Context: an optimization exercise on an open-source flow, tuned for small area, a short achievable clock period and few clock cycles per item. The choices shown serve that exercise and are no tape-out recipe.
At most, simulation tests tie the RTL to the original design; equivalence was not proved.

==> flow/design.v <==
module gcd (
    input  logic        clk_i,
    input  logic        rst_i,
    input  logic        start_i,
    input  logic [31:0] a_i,
    input  logic [31:0] b_i,
    output logic        busy_o,
    output logic        valid_o,
    output logic [31:0] result_o
);
    logic [31:0] a, b;
    logic [4:0]  k;
    logic        run;
    logic a_zero, k_zero;
    assign a_zero = ~|a;
    assign k_zero = ~|k;
    localparam int W = 31;
    logic [W-1:0] a1, b1, hp, hg, gg, pp, d;
    logic         cout;
    assign a1 = a[31:1];
    assign b1 = b[31:1];
    assign hg = a1 & ~b1;
    assign hp = ~(a1 ^ b1);             
    always_comb begin
        gg = hg;
        pp = hp;
        for (int l = 0; l < 5; l++)
            for (int i = 0; i < W; i++)
                if ((i >> l) & 1) begin
                    gg[i] = gg[i] | (pp[i] & gg[((i >> l) << l) - 1]);
                    pp[i] = pp[i] & pp[((i >> l) << l) - 1];
                end
    end
    assign cout = gg[W-1];              
    always_comb begin
        d[0] = ~hp[0];
        for (int i = 1; i < W; i++)
            d[i] = hp[i] ^ ~cout ^ (gg[i-1] | (cout & pp[i-1]));
    end
    logic both_odd, swap;
    assign both_odd = a[0] & b[0];
    assign swap     = a[0] & ~b[0];
    logic [31:0] y;
    logic [3:0]  ylow;                  
    always_comb begin
        if (both_odd) begin
            y    = {1'b0, d};
            ylow = a1[3:0] ^ b1[3:0];   
        end else if (swap) begin
            y    = b >> 1;
            ylow = b[4:1];
        end else begin
            y    = a >> 1;
            ylow = a[4:1];
        end
    end
    logic [1:0] s;
    always_comb begin
        if (~a[0] & ~b[0]) s = 2'd0;    
        else if (ylow[0])  s = 2'd0;
        else if (ylow[1])  s = 2'd1;
        else if (ylow[2])  s = 2'd2;
        else               s = 2'd3;
    end
    logic [31:0] ys;
    always_comb begin
        case (s)
            2'd0: ys = y;
            2'd1: ys = y >> 1;
            2'd2: ys = y >> 2;
            default: ys = y >> 3;
        endcase
    end
    always_ff @(posedge clk_i or posedge rst_i) begin
        if (rst_i) run <= 1'b0;
        else if (!run) run <= start_i;
        else if (a_zero && k_zero) run <= 1'b0;
    end
    always_ff @(posedge clk_i) begin
        if (!run) begin
            a <= a_i;
            b <= b_i;
            k <= 5'd0;
        end else if (a_zero) begin
            a <= ys;
            b <= b << 1;
            k <= k - 5'd1;
        end else begin
            a <= ys;
            if (~a[0] & ~b[0]) begin
                b <= b >> 1;
                k <= k + 5'd1;
            end else if (swap || (both_odd && !cout)) begin
                b <= a;
            end
        end
    end
    assign busy_o   = run;
    assign valid_o  = run & a_zero & k_zero;
    assign result_o = b;
endmodule
Settings: LEC_CHECK=0, CAP_MARGIN=20, CORE_MARGIN=2, CORE_UTILIZATION=40, PLACE_DENSITY=0.6, SETUP_SLACK_MARGIN=3.0, SLEW_MARGIN=20; clock period 6.0 ns.
run.sh (not shown) runs the stock make flow with config.mk's settings and CLKGATE_MAP_FILE= SYNTH_SCRIPT=/design/flow/synth_recipe.tcl, a recipe that flattens the netlist after the stock synthesis.
Then changed:
- SETUP_SLACK_MARGIN: 3.0 -> 3.8
Result:
- setup slack loses 33 ps
- cell area grows by 8.2%
- wire length grows by 14%
- die area is unchanged
- synthesized area is unchanged
- fmax is lower by 0.92%
No functional check of the RTL was part of any run of this note.

---

Setup of run 1:
gcd, a different RTL version from the one above (not shown whole).
Size: ~890 cells after synthesis, ~70 flip-flops, about 100 I/O pins.
Settings: LEC_CHECK=0, CAP_MARGIN=20, CORE_MARGIN=2, CORE_UTILIZATION=40, CTS_BUF_LIST=sky130_fd_sc_hd__clkbuf_4 sky130_fd_sc_hd__clkbuf_8, PLACE_DENSITY=0.6, SETUP_SLACK_MARGIN=2.0, SLEW_MARGIN=20; clock period 6.0 ns.
standard.sh (not shown) runs the stock make flow with config.mk's settings and CLKGATE_MAP_FILE= SYNTH_SCRIPT=/design/flow/synth_recipe.tcl, a recipe that flattens the netlist after the stock synthesis.
==> flow/flow/run.sh <==
#!/bin/bash
# The standard layout (the standard.sh, unchanged synthesis), except that
# the buffer put on each input and output port is the smallest buffer cell.
set -euo pipefail
export BUFFER_PORTS_ARGS="-buffer_cell sky130_fd_sc_hd__buf_1"
bash standard.sh > standard.log 2>&1
Per the final summary, run 1 finished and its layout is clean on timing, DRC and antenna.
Testbench counts of run 1, summed over its fixed seeds: cycles 57,461, items 2,400.
## Diff of input files: run 2 against run 1
- SETUP_SLACK_MARGIN: 2.0 -> 3.0
- CTS_BUF_LIST: sky130_fd_sc_hd__clkbuf_4 sky130_fd_sc_hd__clkbuf_8 -> unset
==> flow/run.sh (new file) <==
#!/bin/bash
# synth_recipe.tcl (not shown) runs the flow's synth.tcl, then flattens the netlist and writes it again
# the make line also repeats each setting of config.mk as NAME=value (left out here)
make -C /OpenROAD-flow-scripts/flow DESIGN_CONFIG=/design/flow/config.mk WORK_HOME=/design/flow/orfs CLKGATE_MAP_FILE= SYNTH_SCRIPT=/design/flow/synth_recipe.tcl finish
removed: flow/flow/run.sh
removed: flow/standard.sh
Notes after the runs:
In the tables for run 1 and run 2, cell count of the worst reg-to-reg path reads lower with run 1. Run comparison: run 2 startpoint of the worst setup timing path b[2]; run 1 startpoint of the worst setup timing path b[17]. Most common cell after layout, fill and taps aside: sky130_fd_sc_hd__buf_1 -> run 1, sky130_fd_sc_hd__buf_4 -> run 2. Run 2 ended up with more standard cells than run 1. Per the comparison of run 2 with run 1, area added between synthesis and finish moved up; number of search-and-repair iterations in the first detailed-routing pass shrank by 2.
Changes in run 3 relative to run 2:
- SETUP_SLACK_MARGIN changed from 3.0 to 2.5
==> flow/flow/run.sh (new file) <==
#!/bin/bash
# The standard layout (the standard.sh, unchanged synthesis), except that
# the buffer put on each input and output port is the smallest buffer cell.
set -euo pipefail
export BUFFER_PORTS_ARGS="-buffer_cell sky130_fd_sc_hd__buf_1"
bash standard.sh > standard.log 2>&1
==> flow/standard.sh (new file) <==
#!/bin/bash
# synth_recipe.tcl (not shown) runs the flow's synth.tcl, then flattens the netlist and writes it again
# the make line also repeats each setting of config.mk as NAME=value (left out here)
make -C /OpenROAD-flow-scripts/flow DESIGN_CONFIG=/design/flow/config.mk WORK_HOME=/design/flow/orfs CLKGATE_MAP_FILE= SYNTH_SCRIPT=/design/flow/synth_recipe.tcl "${@:-finish}"
removed: flow/run.sh
Notes after the runs:
Summary of run 3 over run 2: iteration-0 DRC count of the detailed router now smaller; worst path setup slack after routing now smaller; part of the cycle the worst path needs now larger.
The final worst hold slack in run 3 sits 18 ps below the value recorded for run 2.

==> separate check: timing with driven ports <==
How much do the figures lean on ideal ports? The routed layouts below were timed once more, with nothing changed but the port constraints. Step 1 assumes that a clkbuf_16 drives the clock port and a buf_2 every other input. Step 2 adds t to the input delays and takes it off the output delays; t is the mean of the earliest and latest rising clock arrival at the registers after step 1. Input paths then give back, and output paths get back, about the clock's delay inside the block. a / b / c = ideal ports / drivers / drivers and shift; a / b = the first two.
run | shift t [ns] | slack for setup (ns) | hold slack, ns | clock arrival spread, ns | worst data-port slew with drivers (ns)
the first run of note 1 | 0.396 | 2.465 / 2.465 / 2.465 | 0.537 / 0.537 / 0.537 | 0.011 / 0.011 | 0.05
the second run of note 1 | 0.394 | 2.432 / 2.432 / 2.432 | 0.547 / 0.547 / 0.547 | 0.007 / 0.007 | 0.06
run 1 | 0.420 | 2.111 / 2.073 / 2.176 | 0.540 / 0.540 / 0.540 | 0.011 / 0.011 | 0.04
run 2 | 0.401 | 2.466 / 2.426 / 2.466 | 0.559 / 0.559 / 0.559 | 0.011 / 0.012 | 0.05
run 3 | 0.404 | 2.321 / 2.276 / 2.428 | 0.541 / 0.541 / 0.541 | 0.008 / 0.008 | 0.04
After both steps setup and hold are still met in every run listed.
